Source: an optimization exercise on an open RTL-to-GDS flow (aim: small area, a short achievable clock period and few clock cycles). Production flows keep margins and buffers that such runs may drop. The RTL was checked by simulation tests, not by an equivalence proof against the original design. Power figures rest on the tool's default switching activity, not on a simulated workload.

## gemm_controller
module gemm_controller (
  input  logic        clk,
  input  logic        rstn,
  input  logic        start,
  input  logic [15:0] M, K, Ncols,
  output logic        done,
  output logic [13:0] addr_A,
  input  logic [31:0] data_A,
  output logic [13:0] addr_B,
  input  logic [31:0] data_B,
  output logic [13:0] addr_C,
  output logic [31:0] data_C,
  output logic        we_C
);
Size in the first run: roughly 2100 cells after synthesis, about 190 I/O pins, about 19000 sq um of cells after synthesis.
clock: 30.0 ns
lec_check: 0
cap_margin: 20
core_margin: 2
core_utilization: 40
place_density: 0.6
slew_margin: 20
run.sh (not shown) runs the stock make flow with config.mk's settings and CLKGATE_MAP_FILE= SYNTH_SCRIPT=/design/flow/synth_recipe.tcl, a recipe that flattens the netlist after the stock synthesis.
The starting point passed the timing, DRC and antenna checks.
Testbench counts at the start, summed over its fixed seeds: cycles 68,949.
Then changed:
==> flow/flow/run.sh (new file) <==
#!/bin/bash
# The standard layout, with the port buffers made of sky130_fd_sc_hd__buf_2
# (ORFS's buffer_ports otherwise picks clkdlybuf4s50_1, a slow delay cell).
set -euo pipefail
export BUFFER_PORTS_ARGS="-buffer_cell sky130_fd_sc_hd__buf_2"
bash standard.sh > standard.log 2>&1
==> flow/standard.sh (new file) <==
#!/bin/bash
# synth_recipe.tcl (not shown) runs the flow's synth.tcl, then flattens the netlist and writes it again
# the make line also repeats each setting of config.mk as NAME=value (left out here)
make -C /OpenROAD-flow-scripts/flow DESIGN_CONFIG=/design/flow/config.mk WORK_HOME=/design/flow/orfs CLKGATE_MAP_FILE= SYNTH_SCRIPT=/design/flow/synth_recipe.tcl "${@:-finish}"
removed: flow/run.sh
Via count went down by 0.52%. Flip-flop and latch count stays the same. Worst setup slack is better by 0.42 ns. Register-to-register slack is worse by 0.26 ns.

========
== run A ==
gemm_controller, a different RTL version from the one above (not shown whole).
Size: ~3700 cells after synthesis, about 470 flip-flops.
clock: 30.0 ns
lec_check: 0
cap_margin: 20
core_margin: 2
core_utilization: 40
cts_cluster_diameter: 150
cts_cluster_size: 24
place_density: 0.6
slew_margin: 20
standard.sh (not shown) runs the stock make flow with config.mk's settings and CLKGATE_MAP_FILE= SYNTH_SCRIPT=/design/flow/synth_recipe.tcl, a recipe that flattens the netlist after the stock synthesis.
==> flow/flow/run.sh <==
#!/bin/bash
# The standard layout, with the port buffers made of sky130_fd_sc_hd__buf_2
# (ORFS's buffer_ports otherwise picks clkdlybuf4s50_1, a slow delay cell).
set -euo pipefail
export BUFFER_PORTS_ARGS="-buffer_cell sky130_fd_sc_hd__buf_2"
bash standard.sh > standard.log 2>&1
Testbench counts of run A, summed over its fixed seeds: cycles 38,269.
## Diff of input files: run B against run A
diff --git a/flow/config.mk b/flow/config.mk
--- a/flow/config.mk
+++ b/flow/config.mk
@@ -10,4 +10,4 @@
 export CORE_UTILIZATION = 40
-export CTS_CLUSTER_DIAMETER = 150
-export CTS_CLUSTER_SIZE = 24
+export CTS_CLUSTER_DIAMETER = 100
+export CTS_CLUSTER_SIZE = 30
 export PLACE_DENSITY = 0.6
Results
NOTE: clock-buffer cell count in run B falls short of that of run A. [run B vs run A] power share of the clock group: higher in run B. Reported for run A and run B, area of placed instances turned out identical to the last digit. Run B and run A ended up with roughly the same global-route usage. Comparing violation count after the first detailed-route iteration for run A and run B, the smaller number came from run A. Layout overhead on the synthesized area sits higher in run B than in run A. Placement row count came out exactly the same in run A and run B.
Here is what was changed in the inputs of run C compared with run B.
diff --git a/flow/config.mk b/flow/config.mk
--- a/flow/config.mk
+++ b/flow/config.mk
@@ -10,4 +10,2 @@
 export CORE_UTILIZATION = 40
-export CTS_CLUSTER_DIAMETER = 100
-export CTS_CLUSTER_SIZE = 30
 export PLACE_DENSITY = 0.6
==> summary.txt <==
Parity-gate share of the synthesized area counting xor and xnor cells: run C vs run B identical. Taking run B as the reference point, the proportion of power drawn by the clock network of run C rises by 5.3 points. Run B -> run C: maximum vdd ir drop flat. Cmp run C vs run B: wire length higher in run C.

[what the ideal ports hide]
How much do the figures lean on ideal ports? The routed layouts below were timed once more, with nothing changed but the port constraints. Step 1, drivers: a clkbuf_16 drives clk and a buf_2 each remaining input, both assumed. Step 2, shift: input delay + t, output delay - t, t = (earliest + latest rising clock arrival at the registers) / 2. This alone moves slack from input paths to output paths. a / b / c = ideal / step 1 / step 2; a / b = the first two.
run	t (ns)	setup slack, ns	worst hold slack (ns)	worst setup path after step 2	worst data-port slew with drivers (ns)
the first run of note 1	0.588	22.305 / 22.254 / 22.510	0.307 / 0.307 / 0.307	input to register	0.06
the second run of note 1	0.600	22.724 / 22.673 / 23.148	0.319 / 0.319 / 0.319	input to register	0.04
run A	0.639	22.886 / 22.818 / 23.014	0.333 / 0.333 / 0.333	input to register	0.06
run B	0.645	22.870 / 22.802 / 23.022	0.329 / 0.329 / 0.329	input to register	0.06
run C	0.649	22.883 / 22.816 / 23.004	0.323 / 0.323 / 0.323	input to register	0.05
After both steps setup and hold are still met in every run listed.
